Source: an optimization exercise on an open RTL-to-GDS flow (aim: small area, a short achievable clock period and few clock cycles). Production flows keep margins and buffers that such runs may drop. No activity file was given, so power comes from the tool's default toggle rates.

## the previous run
==> flow/design.v <==
module RISC15(clk, proc_rst, mem_addr, mem_wdata, mem_write_n, mem_rdata, halted);
	input  wire        clk, proc_rst;
	output wire [15:0] mem_addr;
	output wire [15:0] mem_wdata;
	output wire        mem_write_n;
	input  wire [15:0] mem_rdata;
	output reg         halted;
	reg  [15:0] MA;         
	reg         fetching;   
	reg         rv;         
	reg  [15:0] IR;         
	reg  [7:0]  sa, sb;     
	reg         d_va;       
	reg         iv;         
	reg         bt;         
	reg  [15:0] pcX;        
	reg         nj;         
	reg         lport;      
	reg  [2:0]  ldr_p;
	reg         ldp;        
	reg  [2:0]  ldr_w;
	reg         wn;
	reg  [15:0] wd;
	reg         rst_q;      
	reg  [15:0] R [0:6];
	assign mem_addr    = MA;
	assign mem_wdata   = wd;
	assign mem_write_n = wn;
	wire [3:0]  op = IR[15:12];
	wire [2:0]  ra = IR[11:9], rb = IR[8:6], rc = IR[5:3];
	wire [15:0] simm = {{10{IR[5]}}, IR[5:0]};
	wire is_add = op == 4'b0000;
	wire is_adi = op == 4'b0001;
	wire is_ndu = op == 4'b0010;
	wire is_lhi = op == 4'b0011;
	wire is_lw  = op == 4'b0100;
	wire is_sw  = op == 4'b0101;
	wire is_jlr = op == 4'b1001;
	wire is_beq = op == 4'b1100;
	wire is_hlt = op == 4'b1010 || op == 4'b1011 || op == 4'b1101 || op == 4'b1110 || op == 4'b1111;
	reg [15:0] va, vb;
	integer k;
	always @* begin
		va = sa[7] ? pcX : 16'd0;
		vb = sb[7] ? pcX : 16'd0;
		for (k = 0; k < 7; k = k + 1) begin
			va = va | (sa[k] ? R[k] : 16'd0);
			vb = vb | (sb[k] ? R[k] : 16'd0);
		end
	end
	wire [15:0] opb = d_va ? va : simm;
	wire [15:0] ap  = vb ^ opb;
	wire [15:0] ag  = vb & opb;
	reg  [15:0] gg, pp, g2, p2;
	integer l, j;
	always @* begin
		gg = ag; pp = ap;
		for (l = 0; l < 4; l = l + 1) begin
			g2 = gg; p2 = pp;
			for (j = 0; j < 16; j = j + 1)
				if (j[l]) begin
					g2[j] = gg[j] | (pp[j] & gg[((j >> l) << l) - 1]);
					p2[j] = pp[j] & pp[((j >> l) << l) - 1];
				end
			gg = g2; pp = p2;
		end
	end
	wire [15:0] sum = ap ^ {gg[14:0], 1'b0};
	wire        eq  = ~|ap;
	reg  [13:0] hc;
	integer m;
	always @* begin
		hc[0] = 1'b1;
		for (m = 1; m < 14; m = m + 1) hc[m] = hc[m-1] & pcX[m+1];
	end
	wire [13:0] hinc = pcX[15:2] ^ hc;
	wire [15:0] pc1  = {&pcX[1:0] ? hinc : pcX[15:2], pcX[1:0] + 2'd1};
	wire ra_chk = is_add | is_ndu | is_adi | is_sw | is_beq | is_lhi | is_jlr;
	wire rb_chk = is_add | is_ndu | is_adi | is_sw | is_beq | is_lw | is_jlr;
	wire rc_chk = is_add | is_ndu;
	wire dep = lport & iv & ((ra_chk & ra == ldr_p) | (rb_chk & rb == ldr_p) | (rc_chk & rc == ldr_p));
	wire wr_op  = is_add | is_ndu | is_adi | is_lhi | is_jlr;
	wire wstall = ldp & (wr_op | ((is_sw | is_beq) & ra == ldr_w) | ((is_sw | is_beq | is_lw) & rb == ldr_w));
	wire go     = iv & ~bt & ~wstall & ~dep & ~is_hlt;
	wire taken  = go & is_beq & eq;            
	wire run    = (go & ~taken) | bt;
	wire jlrj   = go & is_jlr & (ra != rb);
	wire jump   = jlrj | bt;
	wire memop  = go & (is_lw | is_sw);
	wire ld_ir  = rv & (~iv | run);
	wire [1:0]  nk  = {1'b0, ~nj} + {1'b0, rv & ~dep} + {1'b0, fetching};
	wire [2:0]  nlo = {1'b0, pcX[1:0]} + {1'b0, nk};
	wire [15:0] nf  = {nlo[2] ? hinc : pcX[15:2], nlo[1:0]};
	wire        wr_x = go & wr_op;
	wire [2:0]  wa   = ldp ? ldr_w : (is_add | is_ndu) ? rc : ra;
	wire        s_sum = ~rst_q & ~ldp & (is_add | is_adi);
	wire        s_ndu = ~rst_q & ~ldp & is_ndu;
	wire        s_lhi = ~rst_q & ~ldp & is_lhi;
	wire        s_jlr = ~rst_q & ~ldp & is_jlr;
	wire        s_ld  = ~rst_q & ldp;
	wire [15:0] wdat = ({16{s_sum}} & sum) | ({16{s_ndu}} & ~ag) |
	                   ({16{s_lhi}} & {IR[8:0], 7'd0}) | ({16{s_jlr}} & pc1) |
	                   ({16{s_ld}} & mem_rdata);
	wire        we   = wr_x | ldp;
	integer i;
	always @(posedge clk)
		for (i = 0; i < 7; i = i + 1)
			if (rst_q || (we && wa == i)) R[i] <= wdat;
	wire [15:0] ir_in = (mem_rdata[15:12] == 4'b0001) ?
	                    {mem_rdata[15:12], mem_rdata[8:6], mem_rdata[11:9], mem_rdata[5:0]} : mem_rdata;
	always @(posedge clk) begin
		wd <= va;
		ldr_p <= ra;
		ldr_w <= ldr_p;
		rst_q <= ~proc_rst;
		if (ld_ir) begin
			IR <= ir_in;
			sa <= 8'd1 << ir_in[11:9];
			sb <= 8'd1 << ir_in[8:6];
			d_va <= ir_in[15:12] == 4'b0000 || ir_in[15:12] == 4'b0010 || ir_in[15:12] == 4'b1100;
		end else if (taken) begin
			sb <= 8'h80;            
			d_va <= 1'b0;
		end
		if (~proc_rst) begin
			MA <= 16'd0;
			fetching <= 1'b1;
			rv <= 1'b0;
			iv <= 1'b0;
			bt <= 1'b0;
			pcX <= 16'd0;
			nj <= 1'b1;
			lport <= 1'b0;
			ldp <= 1'b0;
			wn <= 1'b1;
			halted <= 1'b0;
		end else begin
			MA <= jlrj ? vb : (memop | bt) ? sum : nf;
			fetching <= ~memop;
			rv <= fetching & ~jump;
			iv <= jump ? 1'b0 : ld_ir ? 1'b1 : run ? 1'b0 : iv;
			bt <= taken;
			if (jump) begin pcX <= jlrj ? vb : sum; nj <= 1'b1; end
			else if (ld_ir) begin pcX <= nj ? pcX : pc1; nj <= 1'b0; end
			lport <= go & is_lw;
			ldp <= lport;
			wn <= ~(go & is_sw);
			halted <= halted | (iv & is_hlt);
		end
	end
endmodule
export LEC_CHECK = 0
export ABC_AREA = 1
export CAP_MARGIN = 20
export CORE_MARGIN = 2
export CORE_UTILIZATION = 40
export SETUP_SLACK_MARGIN = 5
export SLEW_MARGIN = 20
create_clock -name core_clock -period 10.0 [get_ports {clk}]
standard.sh (not shown) runs the stock make flow with config.mk's settings and CLKGATE_MAP_FILE= SYNTH_SCRIPT=/design/flow/synth_recipe.tcl, a recipe that flattens the netlist after the stock synthesis.
==> flow/flow/run.sh <==
#!/bin/bash
# Standard layout (the standard.sh), with repair aiming for a larger setup margin.
bash standard.sh SETUP_SLACK_MARGIN=7 finish > standard.log 2>&1
--- input diff the previous run..the current run ---
--- a/flow/design.v
+++ b/flow/design.v
@@ -87,8 +87,9 @@
 	wire jlrj   = go & is_jlr & (ra != rb);
 	wire jump   = jlrj | bt;
 	wire memop  = go & (is_lw | is_sw);
+	wire rewind = dep & rv;
 	wire ld_ir  = rv & (~iv | run);
-	wire [1:0]  nk  = {1'b0, ~nj} + {1'b0, rv & ~dep} + {1'b0, fetching};
+	wire [1:0]  nk  = {1'b0, ~nj} + {1'b0, rv} + {1'b0, fetching};
 	wire [2:0]  nlo = {1'b0, pcX[1:0]} + {1'b0, nk};
 	wire [15:0] nf  = {nlo[2] ? hinc : pcX[15:2], nlo[1:0]};
 	wire        wr_x = go & wr_op;
@@ -135,7 +136,7 @@
 			wn <= 1'b1;
 			halted <= 1'b0;
 		end else begin
-			MA <= jlrj ? vb : (memop | bt) ? sum : nf;
+			MA <= jlrj ? vb : (memop | bt) ? sum : rewind ? pc1 : nf;
 			fetching <= ~memop;
 			rv <= fetching & ~jump;
 			iv <= jump ? 1'b0 : ld_ir ? 1'b1 : run ? 1'b0 : iv;
==> comparison <==
Synthesized area in the current run vs the previous run: up about 1.5%
The current run -> the previous run: highest achievable clock rate flat
Highest ir drop seen on vdd, the previous run and the current run: higher on the previous run
Status: total design power parity (the previous run, the current run)
Comparing the previous run and the current run, final area is higher on the current run.
Going from the previous run to the current run, core outline area grew slightly.
Going from the previous run to the current run, power spent charging and discharging nets now sits higher; multi-input logic portion of the cell area now sits at about the same level.
No functional check of the RTL was part of any run of this note.

afterwards: timing with drivers on the ports:
The results above use ideal ports. As a check the final layouts listed here were re-extracted and re-timed, cells and wires unchanged. Step 1 assumes that a clkbuf_16 drives the clock port and a buf_2 every other input. Step 2 also shifts input and output timing later by t, the mid clock arrival at the registers, as if the neighbouring blocks saw the same clock. Three values: ideal ports, drivers, drivers and shift; two values: the first two.
run | t (ns) | slack for setup (ns) | worst hold slack (ns) | worst setup path at the end | latest minus earliest clock arrival (ns)
the previous run | 0.598 | 6.379 / 6.379 / 6.342 | 0.425 / 0.425 / 0.425 | input to register | 0.033 / 0.034
the current run | 0.575 | 6.373 / 6.373 / 6.346 | 0.423 / 0.423 / 0.423 | input to register | 0.022 / 0.023
After both steps every run listed still meets setup and hold. For the previous run, which loses most, drivers alone change the setup slack by 0.000 ns; drivers and shift together by -0.037 ns.
